Context: an optimization exercise on an open-source flow, tuned for small area. The choices shown serve that exercise and are no tape-out recipe.
Function was checked by simulation only, so behaviour that the tests miss may differ from the original.
Power and IR drop assume default switching activity.

[design.v]
module cic3_clkdiv
    (output logic [15:0] wo,       
     output logic [15:0] wm,       
     output logic [15:0] wn,       
     output logic        bnd,      
     output logic        nbnd,     
     output logic        keep,     
     output logic        out_ld,   
     output logic        nout_ld,  
     output logic        xfer,     
     output logic        xclr,     
     input  logic        clk,
     input  logic        reset_n);
logic [7:0] q;       
logic       jv;      
logic [7:0] qn;
logic       jvn;
always_comb begin
    qn  = q + 8'd1;
    jvn = jv | (q == 8'd128);
end
always_ff @(posedge clk or negedge reset_n) begin
    if (!reset_n) begin
        q       <= 8'd129;
        jv      <= 1'b0;
        bnd     <= 1'b0;
        nbnd    <= 1'b1;
        keep    <= 1'b1;
        out_ld  <= 1'b0;
        nout_ld <= 1'b1;
        xfer    <= 1'b0;
        xclr    <= 1'b0;
    end else begin
        q       <= qn;
        jv      <= jvn;
        bnd     <= (qn == 8'd0);
        nbnd    <= (qn != 8'd0);
        keep    <= (qn != 8'd0) & ~((qn == 8'd130) & ~jvn);
        out_ld  <= (qn == 8'd129) & jvn;
        nout_ld <= ~((qn == 8'd129) & jvn);
        xfer    <= (qn >= 8'd130) & (qn <= 8'd154) & jvn;
        xclr    <= (qn >= 8'd130) & (qn <= 8'd154) & ~jvn;
    end
end
always_ff @(posedge clk) begin
    if (q == 8'd129) begin
        wo <= 16'd8385;    
        wn <= 16'd8001;    
        wm <= 16'd49150;   
    end else if (q == 8'd255) begin
        wo <= 16'd0;
        wn <= 16'd32896;
        wm <= 16'd32640;
    end else begin
        wo <= wo + {8'd0, q};
        wn <= wn + {8'd0, q} - 16'd256;
        wm <= wm - {7'd0, q, 1'b0} + 16'd256;
    end
end
endmodule
module cic3_echip65_noclk
    (output logic [24:0] out,
     input  logic        in,
     input  logic        clk,
     input  logic        reset_n,
     input  logic [15:0] wo,
     input  logic [15:0] wm,
     input  logic [15:0] wn,
     input  logic        bnd,
     input  logic        nbnd,
     input  logic        keep,
     input  logic        out_ld,
     input  logic        nout_ld,
     input  logic        xfer,
     input  logic        xclr);
localparam int ROT = 15;    
logic        x;                         
logic [15:0] lo_z, lo_y, lo_x;          
logic [5:0]  hi_z;                      
logic [7:0]  hi_y;
logic [8:0]  hi_x;
logic        c_z, c_y, c_x;             
logic [24:0] w3, w2, w1;
function automatic logic [16:0] radd16(input logic [15:0] a, input logic [15:0] b);
    logic c;
    c = 1'b0;
    for (int i = 0; i < 16; i++) begin
        radd16[i] = a[i] ^ b[i] ^ c;
        c = (a[i] & b[i]) | (c & (a[i] ^ b[i]));
    end
    radd16[16] = c;
endfunction
function automatic logic [8:0] rinc9(input logic [8:0] a, input logic ci);
    logic c;
    c = ci;
    for (int i = 0; i < 9; i++) begin
        rinc9[i] = a[i] ^ c;
        c = a[i] & c;
    end
endfunction
logic [15:0] lz_in, ly_in, lx_in;
logic [16:0] lz_nx, ly_nx, lx_nx;
logic [8:0]  hz_inc, hy_inc, hx_inc;
logic [24:0] w1_rot;
always_comb begin
    hz_inc = rinc9({3'd0, hi_z}, c_z);
    hy_inc = rinc9({1'b0, hi_y}, c_y);
    hx_inc = rinc9(hi_x, c_x);
    lz_in = {16{keep}} & lo_z;
    ly_in = ({16{bnd}} & lo_z) | ({16{keep}} & lo_y);
    lx_in = ({16{bnd}} & lo_y) | ({16{keep}} & lo_x);
    lz_nx = radd16(lz_in, wo & {16{x}});
    ly_nx = radd16(ly_in, wm & {16{x}});
    lx_nx = radd16(lx_in, wn & {16{x}});
    for (int i = 0; i < 25; i++) w1_rot[i] = w1[(i + ROT) % 25];
end
always_ff @(posedge clk) begin
    x <= in;
    {c_z, lo_z} <= lz_nx;
    {c_y, lo_y} <= ly_nx;
    {c_x, lo_x} <= lx_nx;
    hi_z <= {6{keep}} & hz_inc[5:0];
    hi_y <= ({8{bnd}} & {2'd0, hz_inc[5:0]}) | ({8{keep}} & hy_inc[7:0]);
    hi_x <= ({9{bnd}} & {1'b0, hy_inc[7:0]}) | ({9{keep}} & hx_inc);
    w3 <= ({25{bnd}} & {hx_inc, lo_x}) | ({25{nbnd}} & {w3[23:0], w3[24]});
    w2 <= {w2[23:0], xclr ? 1'b0 : (xfer ? w3[24] : w2[24])};
    w1 <= {w1[23:0], xclr ? 1'b0 : (xfer ? w2[24] : w1[24])};
end
always_ff @(posedge clk or negedge reset_n) begin
    if (!reset_n)
        out <= 25'd0;
    else
        out <= ({25{out_ld}} & w1_rot) | ({25{nout_ld}} & out);
end
endmodule
module cic3_echip65_2x12Row
(
output logic [(25-1):0] out0,
output logic [(25-1):0] out1,
output logic [(25-1):0] out2,
output logic [(25-1):0] out3,
output logic [(25-1):0] out4,
output logic [(25-1):0] out5,
output logic [(25-1):0] out6,
output logic [(25-1):0] out7,
output logic [(25-1):0] out8,
output logic [(25-1):0] out9,
output logic [(25-1):0] out10,
output logic [(25-1):0] out11,
output logic [(25-1):0] out12,
output logic [(25-1):0] out13,
output logic [(25-1):0] out14,
output logic [(25-1):0] out15,
output logic [(25-1):0] out16,
output logic [(25-1):0] out17,
output logic [(25-1):0] out18,
output logic [(25-1):0] out19,
output logic [(25-1):0] out20,
output logic [(25-1):0] out21,
output logic [(25-1):0] out22,
output logic [(25-1):0] out23,
input logic [(24-1):0] in,
input logic clk,
input logic reset_n
);
logic [15:0] wo, wm, wn;
logic bnd, nbnd, keep, out_ld, nout_ld, xfer, xclr;
logic [24:0] outs [24];
cic3_clkdiv ctrl (
    .wo(wo), .wm(wm), .wn(wn), .bnd(bnd), .nbnd(nbnd), .keep(keep), .out_ld(out_ld),
    .nout_ld(nout_ld), .xfer(xfer), .xclr(xclr), .clk(clk), .reset_n(reset_n));
genvar k;
generate
    for (k = 0; k < 24; k++) begin : FILTERS
        cic3_echip65_noclk ch (
            .out(outs[k]), .in(in[k]), .clk(clk), .reset_n(reset_n),
            .wo(wo), .wm(wm), .wn(wn), .bnd(bnd), .nbnd(nbnd), .keep(keep),
            .out_ld(out_ld), .nout_ld(nout_ld), .xfer(xfer), .xclr(xclr));
    end
endgenerate
assign out0  = outs[0];
assign out1  = outs[1];
assign out2  = outs[2];
assign out3  = outs[3];
assign out4  = outs[4];
assign out5  = outs[5];
assign out6  = outs[6];
assign out7  = outs[7];
assign out8  = outs[8];
assign out9  = outs[9];
assign out10 = outs[10];
assign out11 = outs[11];
assign out12 = outs[12];
assign out13 = outs[13];
assign out14 = outs[14];
assign out15 = outs[15];
assign out16 = outs[16];
assign out17 = outs[17];
assign out18 = outs[18];
assign out19 = outs[19];
assign out20 = outs[20];
assign out21 = outs[21];
assign out22 = outs[22];
assign out23 = outs[23];
endmodule
[run.sh]
#!/bin/bash
# synth_recipe.tcl (not shown) runs the flow's synth.tcl, then flattens the netlist and writes it again
# the make line also repeats each setting of config.mk as NAME=value (left out here)
make -C /OpenROAD-flow-scripts/flow DESIGN_CONFIG=/design/flow/config.mk WORK_HOME=/design/flow/orfs CLKGATE_MAP_FILE= SYNTH_SCRIPT=/design/flow/synth_recipe.tcl finish
[config.mk]
export PLATFORM = sky130hd
export DESIGN_NAME = cic3_echip65_2x12Row
export DESIGN_NICKNAME = cic3_echip65_2x12Row
export VERILOG_FILES = /design/flow/design.v
export SDC_FILE = /design/flow/constraint.sdc
export NUM_CORES = 8
export LEC_CHECK = 0
export CAP_MARGIN = 20
export CORE_MARGIN = 2
export CORE_UTILIZATION = 65
export CTS_CLUSTER_DIAMETER = 60
export CTS_CLUSTER_SIZE = 28
export SLEW_MARGIN = 20
[constraint.sdc]
create_clock -name core_clock -period 10.0 [get_ports {clk}]
set_input_delay 2.0000 -clock core_clock [delete_from_list [all_inputs] [get_ports {clk}]]
set_output_delay 2.0000 -clock core_clock [all_outputs]
set_load 0.01 [all_outputs]
==> impl_metrics.json, run 1 <==
{
  "nFillCells": 16700,
  "dp_hpwl_um": 233000,
  "power.density_mw_per_mm2": 246,
  "clock-sinks": 4263,
  "arrival_ns": 9.70,
  "hold_viol": 0,
  "nNetsFinal": 14200,
  "cts_resized": 0,
  "grt_pass1_vias": 93800,
  "dr.pass1.iters": 8,
  "max_freq_mhz": 113,
  "p_leak_nw": 78.0,
  "crit_type": "register to register",
  "max-slew-margin-rel_pct": 23.7,
  "grt_pass1_wl_um": 560000,
  "worstSetupStartpointType": "register",
  "drc": 0,
  "detail_route.wl_per_cell_um": 22.4,
  "dieWidth_um": 494,
  "ioPinCount": 626,
  "ys_ff_latch": 4263,
  "num_rows": 179,
  "post_cts_buffers": 0,
  "grt_max_degree": 222,
  "status": "no timing/DRC/antenna violations",
  "ctsHoldBuffers": 0,
  "cts_tree": "yes",
  "synth_edf_count": 0,
  "synthesis.area_mm2": 0.156,
  "io_buffers": 625,
  "path_cells": "buf_4 -> a22oi_1 -> fa_1 -> fa_1 -> fa_1 -> fa_1 -> fa_1 -> fa_1 -> fa_1 -> fa_1 -> fa_1 -> fa_1 -> fa_1 -> fa_1 -> inv_1 -> fa_1 -> inv_1 -> fa_1 -> inv_1 -> fa_1",
  "finalCriticalPeriod_ns": 8.87,
  "die_y_um": 494,
  "htree_num_levels": 4,
  "clk_pin_slew_ns": 0.11,
  "finalPower_mw": 42.3,
  "ir_drop_uv": 188,
  "start_util_pct": 65.4,
  "cts_inserted_buffers": 208,
  "ys_types": 61,
  "antenna_found_initial": 17,
  "crit_top_cell": "fa_1",
  "clock_path_buffers": 3,
  "worstSkewPairLatency_ns": 0.93,
  "syn_inst": 12300,
  "avgSynthCellArea_um2": 12.6,
  "syn_to_final_growth_pct": 10.2,
  "drtIter0Drc": 7315,
  "hold_slack_ns": 0.303,
  "vias": 91500,
  "die_area_mm2": 0.244,
  "cp_max_fo": 72,
  "core-area_mm2": 0.238,
  "maxSlewViolCount": 0,
  "critPathSlowestCell": "dfstp_4",
  "maxCapViolations": 0,
  "drive_gt1_share_pct": 4.57,
  "endpoint_kind": "register",
  "worst_pin_slew_ns": 1.14,
  "grt_usage_pct": 29.4,
  "worstPathRequired_ns": 10.82,
  "timing.final.crit_share_pct": 88.7,
  "fin_util_pct": 72.1,
  "place_congestion": 0.871,
  "ys.flop_type": "dfxtp_1",
  "min_path_type": "register to register",
  "crit_path_max_incr_delay_ns": 1.14,
  "ant_nets": 0,
  "ys_warn_count": 4,
  "ys_seq_area_share_pct": 56.7,
  "grt.overflow.total": 0,
  "cts_root_buf": "clkbuf_16",
  "async_flop_share_pct": 14.4,
  "fin_tns_setup_ns": 0,
  "vias_per_cell": 5.76,
  "rsz0062_at_grt": "false",
  "setup_viol": 0,
  "drt-total-wl_um": 356000,
  "skew_ns": 0.0620
}
[layout by cell type (no fill, tap or decap), types with 29 or more instances in the layout]
master,netlist,layout
dfrtp_1,611,607
dfxtp_1,3647,3608
dfxtp_2,0,31
clkbuf_16,0,215
fa_1,1083,1083
mux2i_1,49,49
nand2_1,837,837
buf_4,3,155
clkdlybuf4s50_1,0,624
clkbuf_1,808,31
xor2_1,82,82
ha_1,592,592
o21ai_0,29,29
a22oi_1,625,625
inv_1,1085,1085
and2_1,915,915
nor2_1,70,70
a22o_1,1680,1680
[logic make-up (layout without fill, tap and decap cells)]
kind of cell	Yosys count	in the layout	synth area share [%]
buffers and inverters	1922	2265	4.64
AO/OA/AOI/OAI	2427	2427	13.0
XOR/XNOR	93	93	0.522
other	1	33	0.00240
flip-flops	4263	4263	56.7
adder cells (fa/ha/maj)	1675	1675	18.7
AND/OR/NAND/NOR	1906	1906	6.19
multiplexers	50	50	0.322
[path summary, 6_finish.rpt]
path | slack (ns) | from | cells past startpoint | end
max in group asynchronous | 6.92 | reset_n | 4 | FILTERS[2].ch.out[11]
min | 0.30 | FILTERS[19].ch.w2[9] | 0 | FILTERS[19].ch.w2[10]
max reg2reg | 1.13 | ctrl.keep | 20 | FILTERS[13].ch.lo_y[15]
min in group asynchronous | 1.10 | reset_n | 1 | FILTERS[3].ch.out[21]
max | 1.13 | ctrl.keep | 20 | FILTERS[13].ch.lo_y[15]
min reg2reg | 0.30 | FILTERS[19].ch.w2[9] | 0 | FILTERS[19].ch.w2[10]
[worst max-delay path: cells and delay by family, from the launching register on]
kind	cells	cell delay, ns
flip-flops	1	1.14
AO/OA/AOI/OAI	1	0.17
adder cells (fa/ha/maj)	15	6.51
buffers and inverters	4	0.93
[through the flow]
stage	area (um2)	worst slack, ns	cells
after global routing	172000	0.718	15900
after CTS	172000	1.08	15900
final	172000	1.13	15900
after detailed placement	165000	1.07	15500
after floorplan	156000	1.67	12400
after global placement	165000	1.14	15500
[flip-flops by register name, indices dropped and copies added, names as in the netlist, 144 cells and up]
signal / cells
FILTERS.ch.w1: 600
FILTERS.ch.w2: 600
FILTERS.ch.lo_z: 384
FILTERS.ch.hi_y: 192
FILTERS.ch.out: 600
FILTERS.ch.hi_z: 144
FILTERS.ch.lo_y: 384
FILTERS.ch.w3: 600
FILTERS.ch.hi_x: 216
FILTERS.ch.lo_x: 384
[layout make-up]
class                      instances  area, um2  share of cell area, %
antenna                            9       22.5                 0.0131
multi-input combinational       6175      60400                   35.1
inverter                        1085       4070                   2.37
sequential                      4263      88500                   51.5
clock buffer                     254       5610                   3.26
timing repair buffer             798       7780                   4.53
clock inverter                   128       1560                  0.905
tap                             3167       3960                   2.31
[report_power, final]
group / leakage, nW / internal, mW / total, mW / switching (mW)
sequential: 38.5 / 20.5 / 22.2 / 1.73
clock: 3.46 / 4.35 / 10.2 / 5.88
combinational: 36.0 / 4.95 / 9.84 / 4.89
total: 78.0 / 29.8 / 42.3 / 12.5
[synthesized netlist by cell type (23+ instances only)]
master / count / area, um2
dfxtp_1: 3647 / 73000
a22o_1: 1680 / 14700
inv_1: 1085 / 4070
fa_1: 1083 / 21700
and2_1: 915 / 5720
nand2_1: 837 / 3140
clkbuf_1: 808 / 3030
a22oi_1: 625 / 4690
dfrtp_1: 611 / 15300
ha_1: 592 / 7410
xor2_1: 82 / 718
nor2_1: 70 / 263
mux2i_1: 49 / 490
o21ai_0: 29 / 145
a21oi_1: 25 / 125
buf_1: 23 / 86.3
[routing by layer]
metal | routed length (um) | track usage [%] | vias to the layer above
met5 | 13 | 0 | -
met3 | 20800 | 4.51 | 584
met1 | 152000 | 40.2 | 46800
met2 | 171000 | 48.5 | 2407
met4 | 12400 | 9.31 | 2
li1 | - | - | 41700
==> run 2: changes to the inputs <==
==> flow/run.sh (new file) <==
#!/bin/bash
# Own layout flow: the standard ORFS flow (standard.sh) with two changes:
#  - the port buffers that buffer_ports inserts are sky130_fd_sc_hd__buf_1
#  - CTS clusters up to 28 sinks within 60 um and inserts no dummy loads
# Every tool's output goes to the ORFS logs under orfs/logs; make's own output
# goes to flow_make.log in this folder.
set -euo pipefail
export BUFFER_PORTS_ARGS="-buffer_cell sky130_fd_sc_hd__buf_1"
export CTS_ARGS="-sink_clustering_enable -repair_clock_nets -sink_clustering_size 28 -sink_clustering_max_diameter 60 -dont_use_dummy_load"
bash standard.sh finish > flow_make.log 2>&1
==> standard.sh (new file) <==
#!/bin/bash
# synth_recipe.tcl (not shown) runs the flow's synth.tcl, then flattens the netlist and writes it again
# the make line also repeats each setting of config.mk as NAME=value (left out here)
make -C /OpenROAD-flow-scripts/flow DESIGN_CONFIG=/design/flow/config.mk WORK_HOME=/design/flow/orfs CLKGATE_MAP_FILE= SYNTH_SCRIPT=/design/flow/synth_recipe.tcl "${@:-finish}"
removed: run.sh
==> run 2 against run 1 <==
Net effect:
- still clean on timing, DRC and antenna
- combinational power fell by 0.7%
- non-clock buffer count rose by 4
- register-to-register slack improved by 0.06 ns
- critical endpoint is now FILTERS[4].ch.lo_x[15]
- highest routed layer unchanged
==> impl_metrics.json, run 2 <==
{
  "worstHoldStart": "FILTERS[23].ch.w2[5]",
  "yosysTopAreaCell": "dfxtp_1",
  "fin_tns_setup_ns": 0,
  "grt_pass1_vias": 93100,
  "nNetsFinal": 14200,
  "grt_pass1_wl_um": 553000,
  "hold_viol": 0,
  "die_area_mm2": 0.244,
  "dieWidth_um": 494,
  "finalCriticalPeriod_ns": 8.81,
  "vias": 91100,
  "synthTopCellsByArea": "dfxtp_1 (47%), fa_1 (14%), dfrtp_1 (9.8%)",
  "cts_tree": "yes",
  "rrSetupSlack_ns": 1.19,
  "vias_per_cell": 5.80,
  "io_buffers": 625,
  "r2r-start": "ctrl.keep",
  "cts_inserted_buffers": 209,
  "maxCapViolations": 0,
  "grt.overflow.total": 0,
  "drtIter0Drc": 7051,
  "r2r-end": "FILTERS[4].ch.lo_x[15]",
  "rsz0062_at_grt": "false",
  "core-area_mm2": 0.238,
  "die_y_um": 494,
  "syn_to_final_growth_pct": 6.50,
  "grt_max_degree": 236,
  "reg2regPathDepth": 20,
  "arrival_ns": 9.52,
  "drt-total-wl_um": 353000,
  "dp_cells": 15500,
  "crit_type": "register to register",
  "cp_max_fo": 97,
  "holdPathStages": 0,
  "worstPathRequired_ns": 10.71,
  "fin_util_pct": 69.7,
  "synthesis.area_mm2": 0.156,
  "clk_pin_slew_ns": 0.10,
  "ant_nets": 0,
  "p_leak_nw": 75.7,
  "ys.flop_type": "dfxtp_1",
  "setup_viol": 0,
  "worstSkewPairLatency_ns": 0.89,
  "hold_slack_ns": 0.286,
  "detail_route.wl_per_cell_um": 22.5,
  "cts_root_buf": "clkbuf_16",
  "post_cts_buffers": 0,
  "synth_commonest_cells": "dfxtp_1 (3647), a22o_1 (1680), inv_1 (1085)",
  "power.density_mw_per_mm2": 246,
  "max_freq_mhz": 113,
  "synth_top_area_share_pct": 46.8,
  "dp_hpwl_um": 231000,
  "grt_usage_pct": 29.1,
  "ys_seq_area_share_pct": 56.7,
  "place_congestion": 0.865,
  "avgSynthCellArea_um2": 12.6,
  "min_to": "FILTERS[23].ch.w2[6]",
  "endpoint_kind": "register",
  "ys_types": 61,
  "ir_drop_uv": 199,
  "htree_num_levels": 4,
  "final_common_cell": "dfxtp_1",
  "antenna_found_initial": 28,
  "cts_resized": 0,
  "max-slew-margin-rel_pct": 15.5,
  "async_flop_share_pct": 14.4,
  "ys_ff_latch": 4263,
  "worst_pin_slew_ns": 1.27,
  "synth_edf_count": 0,
  "syn_inst": 12300,
  "timing.final.crit_share_pct": 88.1,
  "maxSlewViolCount": 0,
  "worstSetupStartpointType": "register",
  "final_cell_mix": "dfxtp_1 (3608), a22o_1 (1680), inv_1 (1085)",
  "dr.pass1.iters": 5,
  "start_util_pct": 65.4,
  "drive_gt1_share_pct": 3.53,
  "worstSetupStartpoint": "ctrl.keep",
  "skew_ns": 0.100,
  "ys_warn_count": 4,
  "num_rows": 179,
  "ctsHoldBuffers": 0,
  "clock_path_buffers": 3,
  "clock-sinks": 4263,
  "finalPower_mw": 40.8,
  "drc": 0,
  "stdcell_count": 15700,
  "status": "no timing/DRC/antenna violations",
  "min_path_type": "register to register",
  "yosysMostFrequentCell": "dfxtp_1",
  "ioPinCount": 626
}
run 2: changes by cell type in the layout (fill, tap and decap cells not counted), sizes merged:
| cell | delta |
|---|---|
| buf | +627 |
| clkdlybuf4s50 | -624 |
| inv | -62 |
| clkinv | -53 |
| clkbuf | -44 |
| clkinvlp | -10 |
| bufinv | -3 |
run 2: logic make-up (layout without fill, tap and decap cells):
| group | after synthesis | in the layout | share of synthesized area (%) |
|---|---|---|---|
| adder cells (fa/ha/maj) | 1675 | 1675 | 18.7 |
| flip-flops | 4263 | 4263 | 56.7 |
| multiplexers | 50 | 50 | 0.322 |
| buffers and inverters | 1922 | 2096 | 4.64 |
| other | 1 | 33 | 0.00240 |
| XOR/XNOR | 93 | 93 | 0.522 |
| AO/OA/AOI/OAI | 2427 | 2427 | 13.0 |
| AND/OR/NAND/NOR | 1906 | 1906 | 6.19 |
run 2: worst max-delay path, cell delays in order (launching register included):
cell and delay [ns]:
dfstp_4 1.04, buf_12 0.33, buf_4 0.77, a22oi_1 0.25, fa_1 0.46, fa_1 0.47, fa_1 0.47, fa_1 0.47
fa_1 0.47, fa_1 0.46, fa_1 0.46, fa_1 0.46, fa_1 0.46, fa_1 0.47, fa_1 0.44, inv_1 0.09
fa_1 0.16, inv_1 0.05, fa_1 0.41, inv_1 0.09, fa_1 0.38
run 2: stage by stage:
step           worst slack, ns  area, um2
2_1_floorplan             1.67     156000
3_3_place_gp              1.18     161000
3_5_place_dp              1.12     161000
4_1_cts                   1.11     166000
5_1_grt                  0.758     166000
6_report                  1.19     166000
run 2: where the power goes:
group	leakage, nW	switching, mW	internal (mW)
Clock	2.58	5.10	3.71
Sequential	38.5	1.74	20.5
Combinational	34.6	4.85	4.92
run 2: area by class of cell:
class                      instances  area, um2
fill                           17400      72200
tap                             3167       3960
inverter                        1085       4070
multi-input combinational       6175      60400
antenna                            9       22.5
sequential                      4263      88500
timing repair buffer             802       3910
clock buffer                     209       5230
run 2: routing by layer:
metal	wire (um)	global-route usage [%]	vias up
met4	12600	9.27	2
met1	151000	40.4	46600
met2	167000	47.2	2434
li1	-	-	41600
met5	13	0	-
met3	22300	4.82	564
run 2: worst max path at each step:
stage / to
floorplan: FILTERS[0].ch.lo_x[15]
global placement: FILTERS[3].ch.lo_x[15]
detailed placement: FILTERS[4].ch.lo_x[15]
CTS: FILTERS[4].ch.lo_x[15]
global route: FILTERS[4].ch.lo_y[15]
finish: FILTERS[4].ch.lo_x[15]

-- afterwards: timing with drivers on the ports --
Ports are ideal in the flow. The routed layouts listed here were re-timed in OpenROAD. Step 1 assumes that a clkbuf_16 drives the clock port and a buf_2 every other input. Step 2 times the ports against the registers' clock, not the clock port: input delays grow and output delays shrink by t, the midpoint of the rising clock arrivals with the driver on. a / b / c = ideal ports / drivers / drivers and shift; a / b = the first two.
run	t (ns)	slack for setup (ns)	worst hold slack (ns)
run 1	0.986	1.125 / 1.125 / 1.125	0.303 / 0.303 / 0.303
run 2	0.930	1.186 / 1.186 / 1.186	0.286 / 0.286 / 0.286
After both steps every run listed still meets setup and hold.
